From an optimization exercise on the open Yosys and OpenROAD flow, aimed at small area; shortcuts taken in it are not production practice.
For this run, only the layout was checked, not whether the RTL still works.
Power and IR drop assume default switching activity.

<file path="flow/config.mk">
export PLATFORM = sky130hd
export DESIGN_NAME = firv2
export DESIGN_NICKNAME = firv2
export VERILOG_FILES = /design/flow/design.v
export SDC_FILE = /design/flow/constraint.sdc
export NUM_CORES = 4
export LEC_CHECK = 0
export CAP_MARGIN = 20
export CORE_MARGIN = 2
export CORE_UTILIZATION = 40
export SLEW_MARGIN = 20
</file>
<file path="flow/constraint.sdc">
create_clock -name core_clock -period 10.0 [get_ports {clock}]
set_input_delay 2.0000 -clock core_clock [delete_from_list [all_inputs] [get_ports {clock}]]
set_output_delay 2.0000 -clock core_clock [all_outputs]
set_load 0.01 [all_outputs]
</file>
<file path="flow/design.v">
module firv2(
           o_data,
           i_data,
           i_enable,
           clock
           );
   output reg [7:0] o_data;
   input      [7:0] i_data;
   input            i_enable;
   input            clock;
   reg [7:0] data_r;
   reg [7:0] tap0;
   reg [7:0] tap1;
   reg [7:0] tap2;
   reg [7:0] tap3;
   reg [7:0] tap4;
   reg [7:0] tap5;
   reg [7:0] tap6;
   reg [7:0] tap7;
   reg [7:0] tap8;
   reg [7:0] tap9;
   reg [7:0] tap10;
   reg [7:0] tap11;
   reg [7:0] tap12;
   always @(posedge clock)
     data_r <= {~i_data[7], i_data[6:0]};
   always @(posedge clock)
     if (i_enable) begin
        tap0 <= data_r;
        tap1 <= tap0;
        tap2 <= tap1;
        tap3 <= tap2;
        tap4 <= tap3;
        tap5 <= tap4;
        tap6 <= tap5;
        tap7 <= tap6;
        tap8 <= tap7;
        tap9 <= tap8;
        tap10 <= tap9;
        tap11 <= tap10;
        tap12 <= tap11;
     end
   wire s1 = tap6[0] ^ tap8[0];
   wire c2 = tap6[0] & tap8[0];
   wire s4 = tap6[1] ^ tap8[1] ^ c2;
   wire c3 = (tap6[1] & tap8[1]) | (tap6[1] & c2) | (tap8[1] & c2);
   wire s6 = tap6[2] ^ tap8[2] ^ c3;
   wire c5 = (tap6[2] & tap8[2]) | (tap6[2] & c3) | (tap8[2] & c3);
   wire s8 = tap6[3] ^ tap8[3] ^ c5;
   wire c7 = (tap6[3] & tap8[3]) | (tap6[3] & c5) | (tap8[3] & c5);
   wire s10 = tap6[4] ^ tap8[4] ^ c7;
   wire c9 = (tap6[4] & tap8[4]) | (tap6[4] & c7) | (tap8[4] & c7);
   wire s12 = tap6[5] ^ tap8[5] ^ c9;
   wire c11 = (tap6[5] & tap8[5]) | (tap6[5] & c9) | (tap8[5] & c9);
   wire s14 = tap6[6] ^ tap8[6] ^ c11;
   wire c13 = (tap6[6] & tap8[6]) | (tap6[6] & c11) | (tap8[6] & c11);
   wire s16 = tap6[7] ^ tap8[7] ^ c13;
   wire c15 = (tap6[7] & tap8[7]) | (tap6[7] & c13) | (tap8[7] & c13);
   wire s17 = tap4[0] ^ tap10[0];
   wire c18 = tap4[0] & tap10[0];
   wire s20 = tap4[1] ^ tap10[1] ^ c18;
   wire c19 = (tap4[1] & tap10[1]) | (tap4[1] & c18) | (tap10[1] & c18);
   wire s21 = s1 ^ s20;
   wire c22 = s1 & s20;
   wire s24 = tap4[2] ^ tap10[2] ^ c19;
   wire c23 = (tap4[2] & tap10[2]) | (tap4[2] & c19) | (tap10[2] & c19);
   wire s26 = s4 ^ c22 ^ s24;
   wire c25 = (s4 & c22) | (s4 & s24) | (c22 & s24);
   wire s28 = tap4[3] ^ tap10[3] ^ c23;
   wire c27 = (tap4[3] & tap10[3]) | (tap4[3] & c23) | (tap10[3] & c23);
   wire s30 = s6 ^ c25 ^ s28;
   wire c29 = (s6 & c25) | (s6 & s28) | (c25 & s28);
   wire s32 = tap4[4] ^ tap10[4] ^ c27;
   wire c31 = (tap4[4] & tap10[4]) | (tap4[4] & c27) | (tap10[4] & c27);
   wire s34 = s8 ^ c29 ^ s32;
   wire c33 = (s8 & c29) | (s8 & s32) | (c29 & s32);
   wire s36 = tap4[5] ^ tap10[5] ^ c31;
   wire c35 = (tap4[5] & tap10[5]) | (tap4[5] & c31) | (tap10[5] & c31);
   wire s38 = s10 ^ c33 ^ s36;
   wire c37 = (s10 & c33) | (s10 & s36) | (c33 & s36);
   wire s40 = tap4[6] ^ tap10[6] ^ c35;
   wire c39 = (tap4[6] & tap10[6]) | (tap4[6] & c35) | (tap10[6] & c35);
   wire s42 = s12 ^ c37 ^ s40;
   wire c41 = (s12 & c37) | (s12 & s40) | (c37 & s40);
   wire s44 = tap4[7] ^ tap10[7] ^ c39;
   wire c43 = (tap4[7] & tap10[7]) | (tap4[7] & c39) | (tap10[7] & c39);
   wire s46 = s14 ^ c41 ^ s44;
   wire c45 = (s14 & c41) | (s14 & s44) | (c41 & s44);
   wire s48 = c43 ^ s16 ^ c45;
   wire c47 = (c43 & s16) | (c43 & c45) | (s16 & c45);
   wire s49 = c15 ^ c47;
   wire c50 = c15 & c47;
   wire c51 = (tap2[0] & tap12[0]) | (tap2[0] & s1) | (tap12[0] & s1);
   wire s53 = tap2[1] ^ tap12[1] ^ s17;
   wire c52 = (tap2[1] & tap12[1]) | (tap2[1] & s17) | (tap12[1] & s17);
   wire c54 = (c51 & s4) | (c51 & s53) | (s4 & s53);
   wire s56 = tap2[2] ^ tap12[2] ^ tap3[0];
   wire c55 = (tap2[2] & tap12[2]) | (tap2[2] & tap3[0]) | (tap12[2] & tap3[0]);
   wire s58 = tap11[0] ^ s56 ^ c52;
   wire c57 = (tap11[0] & s56) | (tap11[0] & c52) | (s56 & c52);
   wire s60 = s21 ^ s6 ^ c54;
   wire c59 = (s21 & s6) | (s21 & c54) | (s6 & c54);
   wire c61 = s58 & s60;
   wire s63 = tap2[3] ^ tap12[3] ^ tap3[1];
   wire c62 = (tap2[3] & tap12[3]) | (tap2[3] & tap3[1]) | (tap12[3] & tap3[1]);
   wire s65 = tap11[1] ^ tap7[0] ^ s17;
   wire c64 = (tap11[1] & tap7[0]) | (tap11[1] & s17) | (tap7[0] & s17);
   wire s67 = c55 ^ s63 ^ s65;
   wire c66 = (c55 & s63) | (c55 & s65) | (s63 & s65);
   wire s69 = c57 ^ s67 ^ s8;
   wire c68 = (c57 & s67) | (c57 & s8) | (s67 & s8);
   wire s71 = c59 ^ s26 ^ c61;
   wire c70 = (c59 & s26) | (c59 & c61) | (s26 & c61);
   wire c72 = s69 & s71;
   wire s74 = tap2[4] ^ tap12[4] ^ tap3[2];
   wire c73 = (tap2[4] & tap12[4]) | (tap2[4] & tap3[2]) | (tap12[4] & tap3[2]);
   wire s76 = tap11[2] ^ tap7[1] ^ tap5[0];
   wire c75 = (tap11[2] & tap7[1]) | (tap11[2] & tap5[0]) | (tap7[1] & tap5[0]);
   wire s78 = tap9[0] ^ tap7[0] ^ c62;
   wire c77 = (tap9[0] & tap7[0]) | (tap9[0] & c62) | (tap7[0] & c62);
   wire s80 = s74 ^ s76 ^ c64;
   wire c79 = (s74 & s76) | (s74 & c64) | (s76 & c64);
   wire s82 = s78 ^ s21 ^ c66;
   wire c81 = (s78 & s21) | (s78 & c66) | (s21 & c66);
   wire s84 = s80 ^ s82 ^ s10;
   wire c83 = (s80 & s82) | (s80 & s10) | (s82 & s10);
   wire s86 = c68 ^ s30 ^ c70;
   wire c85 = (c68 & s30) | (c68 & c70) | (s30 & c70);
   wire c87 = (s84 & c72) | (s84 & s86) | (c72 & s86);
   wire s89 = tap2[5] ^ tap12[5] ^ tap3[3];
   wire c88 = (tap2[5] & tap12[5]) | (tap2[5] & tap3[3]) | (tap12[5] & tap3[3]);
   wire s91 = tap11[3] ^ tap7[2] ^ tap5[1];
   wire c90 = (tap11[3] & tap7[2]) | (tap11[3] & tap5[1]) | (tap7[2] & tap5[1]);
   wire s93 = tap9[1] ^ tap7[1] ^ c73;
   wire c92 = (tap9[1] & tap7[1]) | (tap9[1] & c73) | (tap7[1] & c73);
   wire s95 = c75 ^ s89 ^ s91;
   wire c94 = (c75 & s89) | (c75 & s91) | (s89 & s91);
   wire s97 = c77 ^ s93 ^ s95;
   wire c96 = (c77 & s93) | (c77 & s95) | (s93 & s95);
   wire s99 = c79 ^ s97 ^ c81;
   wire c98 = (c79 & s97) | (c79 & c81) | (s97 & c81);
   wire s101 = s26 ^ s99 ^ s12;
   wire c100 = (s26 & s99) | (s26 & s12) | (s99 & s12);
   wire s103 = c83 ^ s34 ^ c85;
   wire c102 = (c83 & s34) | (c83 & c85) | (s34 & c85);
   wire c104 = (s101 & c87) | (s101 & s103) | (c87 & s103);
   wire s106 = tap2[6] ^ tap12[6] ^ tap3[4];
   wire c105 = (tap2[6] & tap12[6]) | (tap2[6] & tap3[4]) | (tap12[6] & tap3[4]);
   wire s108 = tap11[4] ^ tap7[3] ^ tap5[2];
   wire c107 = (tap11[4] & tap7[3]) | (tap11[4] & tap5[2]) | (tap7[3] & tap5[2]);
   wire s110 = tap9[2] ^ tap7[2] ^ c88;
   wire c109 = (tap9[2] & tap7[2]) | (tap9[2] & c88) | (tap7[2] & c88);
   wire s112 = c90 ^ s106 ^ s108;
   wire c111 = (c90 & s106) | (c90 & s108) | (s106 & s108);
   wire s114 = c92 ^ c94 ^ s110;
   wire c113 = (c92 & c94) | (c92 & s110) | (c94 & s110);
   wire s116 = s112 ^ c96 ^ s114;
   wire c115 = (s112 & c96) | (s112 & s114) | (c96 & s114);
   wire s118 = s116 ^ c98 ^ s30;
   wire c117 = (s116 & c98) | (s116 & s30) | (c98 & s30);
   wire s120 = s118 ^ s14 ^ c100;
   wire c119 = (s118 & s14) | (s118 & c100) | (s14 & c100);
   wire s122 = s38 ^ c102 ^ s120;
   wire c121 = (s38 & c102) | (s38 & s120) | (c102 & s120);
   wire c123 = c104 & s122;
   wire s125 = tap2[7] ^ tap12[7] ^ tap3[5];
   wire c124 = (tap2[7] & tap12[7]) | (tap2[7] & tap3[5]) | (tap12[7] & tap3[5]);
   wire s127 = tap11[5] ^ tap7[4] ^ tap5[3];
   wire c126 = (tap11[5] & tap7[4]) | (tap11[5] & tap5[3]) | (tap7[4] & tap5[3]);
   wire s129 = tap9[3] ^ tap7[3] ^ c105;
   wire c128 = (tap9[3] & tap7[3]) | (tap9[3] & c105) | (tap7[3] & c105);
   wire s131 = c107 ^ s125 ^ s127;
   wire c130 = (c107 & s125) | (c107 & s127) | (s125 & s127);
   wire s133 = c109 ^ c111 ^ s129;
   wire c132 = (c109 & c111) | (c109 & s129) | (c111 & s129);
   wire s135 = s131 ^ c113 ^ s133;
   wire c134 = (s131 & c113) | (s131 & s133) | (c113 & s133);
   wire s137 = c115 ^ s135 ^ s34;
   wire c136 = (c115 & s135) | (c115 & s34) | (s135 & s34);
   wire s139 = c117 ^ s137 ^ s16;
   wire c138 = (c117 & s137) | (c117 & s16) | (s137 & s16);
   wire s141 = c119 ^ s42 ^ c121;
   wire c140 = (c119 & s42) | (c119 & c121) | (s42 & c121);
   wire s143 = s139 ^ c123 ^ s141;
   wire c142 = (s139 & c123) | (s139 & s141) | (c123 & s141);
   wire s145 = tap3[6] ^ tap11[6] ^ tap7[5];
   wire c144 = (tap3[6] & tap11[6]) | (tap3[6] & tap7[5]) | (tap11[6] & tap7[5]);
   wire s147 = tap5[4] ^ tap9[4] ^ tap7[4];
   wire c146 = (tap5[4] & tap9[4]) | (tap5[4] & tap7[4]) | (tap9[4] & tap7[4]);
   wire s149 = c124 ^ c126 ^ s145;
   wire c148 = (c124 & c126) | (c124 & s145) | (c126 & s145);
   wire s151 = s147 ^ c128 ^ c130;
   wire c150 = (s147 & c128) | (s147 & c130) | (c128 & c130);
   wire s153 = s149 ^ c132 ^ s151;
   wire c152 = (s149 & c132) | (s149 & s151) | (c132 & s151);
   wire s155 = c134 ^ s153 ^ s38;
   wire c154 = (c134 & s153) | (c134 & s38) | (s153 & s38);
   wire s157 = c136 ^ c15 ^ s155;
   wire c156 = (c136 & c15) | (c136 & s155) | (c15 & s155);
   wire s159 = c138 ^ s46 ^ s157;
   wire c158 = (c138 & s46) | (c138 & s157) | (s46 & s157);
   wire s161 = c140 ^ s159 ^ c142;
   wire c160 = (c140 & s159) | (c140 & c142) | (s159 & c142);
   wire s163 = tap3[7] ^ tap11[7] ^ tap7[6];
   wire c162 = (tap3[7] & tap11[7]) | (tap3[7] & tap7[6]) | (tap11[7] & tap7[6]);
   wire s165 = tap5[5] ^ tap9[5] ^ tap7[5];
   wire c164 = (tap5[5] & tap9[5]) | (tap5[5] & tap7[5]) | (tap9[5] & tap7[5]);
   wire s167 = c144 ^ c146 ^ s163;
   wire c166 = (c144 & c146) | (c144 & s163) | (c146 & s163);
   wire s169 = s165 ^ c148 ^ s167;
   wire c168 = (s165 & c148) | (s165 & s167) | (c148 & s167);
   wire s171 = c150 ^ s169 ^ c152;
   wire c170 = (c150 & s169) | (c150 & c152) | (s169 & c152);
   wire s173 = s171 ^ s42 ^ c154;
   wire c172 = (s171 & s42) | (s171 & c154) | (s42 & c154);
   wire s175 = c156 ^ s173 ^ s48;
   wire c174 = (c156 & s173) | (c156 & s48) | (s173 & s48);
   wire s177 = c158 ^ s175 ^ c160;
   wire c176 = (c158 & s175) | (c158 & c160) | (s175 & c160);
   wire s179 = tap7[7] ^ tap5[6] ^ tap9[6];
   wire c178 = (tap7[7] & tap5[6]) | (tap7[7] & tap9[6]) | (tap5[6] & tap9[6]);
   wire s181 = tap7[6] ^ c162 ^ c164;
   wire c180 = (tap7[6] & c162) | (tap7[6] & c164) | (c162 & c164);
   wire s183 = s179 ^ c166 ^ s181;
   wire c182 = (s179 & c166) | (s179 & s181) | (c166 & s181);
   wire s185 = c168 ^ s183 ^ c170;
   wire c184 = (c168 & s183) | (c168 & c170) | (s183 & c170);
   wire s187 = s185 ^ s46 ^ c172;
   wire c186 = (s185 & s46) | (s185 & c172) | (s46 & c172);
   wire s189 = s187 ^ s49 ^ c174;
   wire c188 = (s187 & s49) | (s187 & c174) | (s49 & c174);
   wire s190 = c176 ^ s189;
   wire c191 = c176 & s189;
   wire s193 = tap5[7] ^ tap9[7] ^ tap7[7];
   wire c192 = (tap5[7] & tap9[7]) | (tap5[7] & tap7[7]) | (tap9[7] & tap7[7]);
   wire s195 = c178 ^ s193 ^ c180;
   wire c194 = (c178 & s193) | (c178 & c180) | (s193 & c180);
   wire s197 = c182 ^ s195 ^ c184;
   wire c196 = (c182 & s195) | (c182 & c184) | (s195 & c184);
   wire s199 = s197 ^ s48 ^ c186;
   wire c198 = (s197 & s48) | (s197 & c186) | (s48 & c186);
   wire s201 = c50 ^ s199 ^ c188;
   wire c200 = (c50 & s199) | (c50 & c188) | (s199 & c188);
   wire s202 = c191 ^ s201;
   wire c203 = c191 & s201;
   wire s205 = c192 ^ c194 ^ c196;
   wire c204 = (c192 & c194) | (c192 & c196) | (c194 & c196);
   wire s207 = s205 ^ s49 ^ c198;
   wire c206 = (s205 & s49) | (s205 & c198) | (s49 & c198);
   wire s209 = s207 ^ c200 ^ c203;
   wire c208 = (s207 & c200) | (s207 & c203) | (c200 & c203);
   wire s211 = c204 ^ c50 ^ c206;
   wire c210 = (c204 & c50) | (c204 & c206) | (c50 & c206);
   wire s212 = c208 ^ s211;
   wire c213 = c208 & s211;
   wire s214 = c210 ^ c213;
   always @(posedge clock)
     if (i_enable)
       o_data <= {~s214, s212, s209, s202, s190, s177, s161, s143};
endmodule
</file>
<file path="flow/run.sh">
#!/bin/bash
# synth_recipe.tcl (not shown) runs the flow's synth.tcl, then flattens the netlist and writes it again
# the make line also repeats each setting of config.mk as NAME=value (left out here)
make -C /OpenROAD-flow-scripts/flow DESIGN_CONFIG=/design/flow/config.mk WORK_HOME=/design/flow/orfs CLKGATE_MAP_FILE= SYNTH_SCRIPT=/design/flow/synth_recipe.tcl finish
</file>
==> flow_metrics.env <==
export IMPL_hold_path_class="register to register"
export IMPL_path_common_cell="fa_1"
export IMPL_final_nets=518
export IMPL_start_util_pct=40.6
export IMPL_max_stage_delay_ps=540
export IMPL_worstSetupStartpoint="tap4[0]$_DFFE_PP_"
export IMPL_postRouteAntennaNets=0
export IMPL_fp_dieArea_sq_um=16300
export IMPL_final_max_slew_viol_count=0
export IMPL_arrival_ps=7210
export IMPL_reg2reg_from="tap4[0]$_DFFE_PP_"
export IMPL_max_freq_ghz=0.142
export IMPL_ios=18
export IMPL_end_kind="register"
export IMPL_tns_ps=0
export IMPL_area_delta_synth_final_pct=16.6
export IMPL_timing_worst_setup_path_type="register to register"
export IMPL_layout_common_cells="134 x inv_1, 112 x edfxtp_1, 96 x fa_1"
export IMPL_yosysSeqAreaShare_pct=57.7
export IMPL_finalHoldViolCount=0
export IMPL_avgRoutedWirePerCell_um=15.6
export IMPL_chipWidth_um=128
export IMPL_place_ws_ps=2910
export IMPL_cts_setup_buffers=0
export IMPL_gp_congestion=0.784
export IMPL_path_clk_slew_ps=60
export IMPL_cts_tree="done"
export IMPL_port_buffer_count=17
export IMPL_drive_above_1_share_pct=8.61
export IMPL_syn_avg_cell_area_sq_um=16.6
export IMPL_cts_buffers=17
export IMPL_whs_ps=402
export IMPL_synth_seq_cells=120
export IMPL_synth_cells=368
export IMPL_drtIter0Drc=144
export IMPL_cts_resized=0
export IMPL_finalPower_w=0.00267
export IMPL_core_area_sq_um=15000
export IMPL_layout_commonest_cell="inv_1"
export IMPL_vias=2609
export IMPL_antenna_found_initial=0
export IMPL_post_dp_hpwl_um=6920
export IMPL_min_period_over_period_pct=70.5
export IMPL_setup_ws_ps=2950
export IMPL_cts_root_buf="clkbuf_16"
export IMPL_routed_via_density=4.31
export IMPL_row_count=45
export IMPL_peakVddDrop_v=0.000275
export IMPL_power_density_nw_per_um2=375
export IMPL_die_h_um=128
export IMPL_start_kind="register"
export IMPL_crit_fanout=2
export IMPL_synth_distinct_cells=12
export IMPL_leakage_nw=3.02
export IMPL_crit_required_ps=10160
export IMPL_crit_family="adder cells"
export IMPL_grt_pass1_wl_um=16000
export IMPL_crit_slowest_cell="fa_1"
export IMPL_antenna_cells=0
export IMPL_grt_ovfl_total=0
export IMPL_worst_pin_slew_ps=989
export IMPL_dr_pass1_iters=4
export IMPL_setup_viol=0
export IMPL_maxSlewHeadroom_pct=34.1
export IMPL_skew_ps=6.51
export IMPL_period_minus_slack_ps=7050
export IMPL_grt_max_degree=82
export IMPL_path_buf_inv=4
export IMPL_max_cap_violations=0
export IMPL_yosys_warnings=1
export IMPL_synthesis_area_sq_um=6100
export IMPL_routed_wl_um=9460
export IMPL_track_usage_pct=13.7
export IMPL_path_cells="ha_1 > inv_1 > fa_1 > fa_1 > fa_1 > fa_1 > fa_1 > inv_1 > fa_1 > fa_1 > fa_1 > fa_1 > fa_1 > fa_1 > fa_1 > ha_1 > inv_1 > fa_1 > inv_1 > ha_1"
export IMPL_min_from="data_r[5]$_DFF_P_"
export IMPL_status="timing/DRC/antenna clean"
export IMPL_htree_levels=4
export IMPL_cts_hold_buffers=0
export IMPL_drcViolationCount=0
export IMPL_clkLatencyLatePin_ps=410
export IMPL_clockBufferDepth=2
export IMPL_synth_fp_nets=481
export IMPL_clock_sinks=120
export IMPL_rsz0062_at_grt="no"
export IMPL_grt_pass1_vias=3058
==> worst paths after layout <==
path	slack [ps]	endpoint	cells after the start
setup / recovery	2950	o_data[6]$_DFFE_PP_	20
hold / removal	400	tap0[5]$_DFFE_PP_	0
setup reg to reg	2950	o_data[6]$_DFFE_PP_	20
hold reg to reg	400	tap0[5]$_DFFE_PP_	0
==> report_power, final <==
part / internal [W] / switching, W / leakage [nW] / total, W
logic: 0.000587 / 0.000711 / 1.56 / 0.00130
clock network: 0.000380 / 0.000238 / 0.295 / 0.000618
registers: 0.000733 / 0.0000198 / 1.16 / 0.000753
==> metrics by stage <==
step | cells | utilization (%) | area [sq um]
finish | 606 | 47.3 | 7120
global route | 606 | 47.3 | 7120
CTS | 606 | 47.3 | 7120
detailed placement | 574 | 43.3 | 6510
global placement | 574 | 43.3 | 6510
floorplan | 368 | - | 6100
==> metal layers <==
layer / share of wire (%) / wire [um] / global-route usage [%]
met4: 1.7 / 161 / 5.24
met3: 3.7 / 354 / 5.03
met1: 45 / 4250 / 17.7
met2: 50 / 4700 / 21.4
met5: 0 / 0 / 0
==> cell families (layout without fill, tap and decap cells) <==
kind of cell	count (synthesis)	after routing	synth area share, %
buf+inv	134	184	8.24
flops	120	120	57.7
fa+ha+maj	105	105	33.3
compound gates	3	3	0.246
simple gates	5	5	0.349
xor+xnor	1	1	0.144
==> area by class of cell <==
cell class,count,area (sq um)
clock buffer,18,439
clock inverter,14,165
fill,1295,7920
inverter,134,503
multi-input combinational,114,2080
sequential,120,3520
tap,188,235
timing repair buffer,18,175
==> state kept, by name, indices dropped and copies added, names as in the netlist <==
name / cells
tap12: 8
tap11: 8
tap8: 8
tap10: 8
tap6: 8
tap0: 8
o_data: 8
tap4: 8
tap3: 8
tap5: 8
tap1: 8
data_r: 8
tap7: 8
tap9: 8
tap2: 8
==> synth_stat cells (all sizes together) <==
cell | n | area [sq um]
inv | 134 | 503
edfxtp | 112 | 3360
fa | 96 | 1920
dfxtp | 8 | 160
ha | 7 | 87.6
maj3 | 2 | 22.5
nand2 | 2 | 7.51
nor2 | 2 | 7.51
o21ai | 2 | 10.0
a21oi | 1 | 5.00
and2 | 1 | 6.26
xnor2 | 1 | 8.76
==> worst reg2reg max path: cells and delay by family, from the launching register on <==
family                     cells  cell delay, ps
adders and majority gates     16            6200
DFF                            1             360
buffers and inverters          4             220

## static timing again, ports no longer ideal
No port has a modelled driver above. Below, the same layout with a new extraction and two added sets of constraints.
Step 1 sets driving cells, clkbuf_16 on the clock port and buf_2 on the other inputs (assumed; they add their load-dependent delay and slew).
Step 2, shift: input delay + t, output delay - t, t = (earliest + latest rising clock arrival at the registers) / 2. This alone moves slack from input paths to output paths.
Slacks: no drivers / after step 1 / after step 2; pairs: no drivers / after step 1.
t (ns): 0.453
setup slack, ns: 2.949 / 2.949 / 2.949
hold slack, ns: 0.402 / 0.402 / 0.402
pins driven straight from the clock port: 1
After both steps this run still meets setup and hold. For this run, drivers alone change the setup slack by 0.000 ns; drivers and shift together by 0.000 ns.
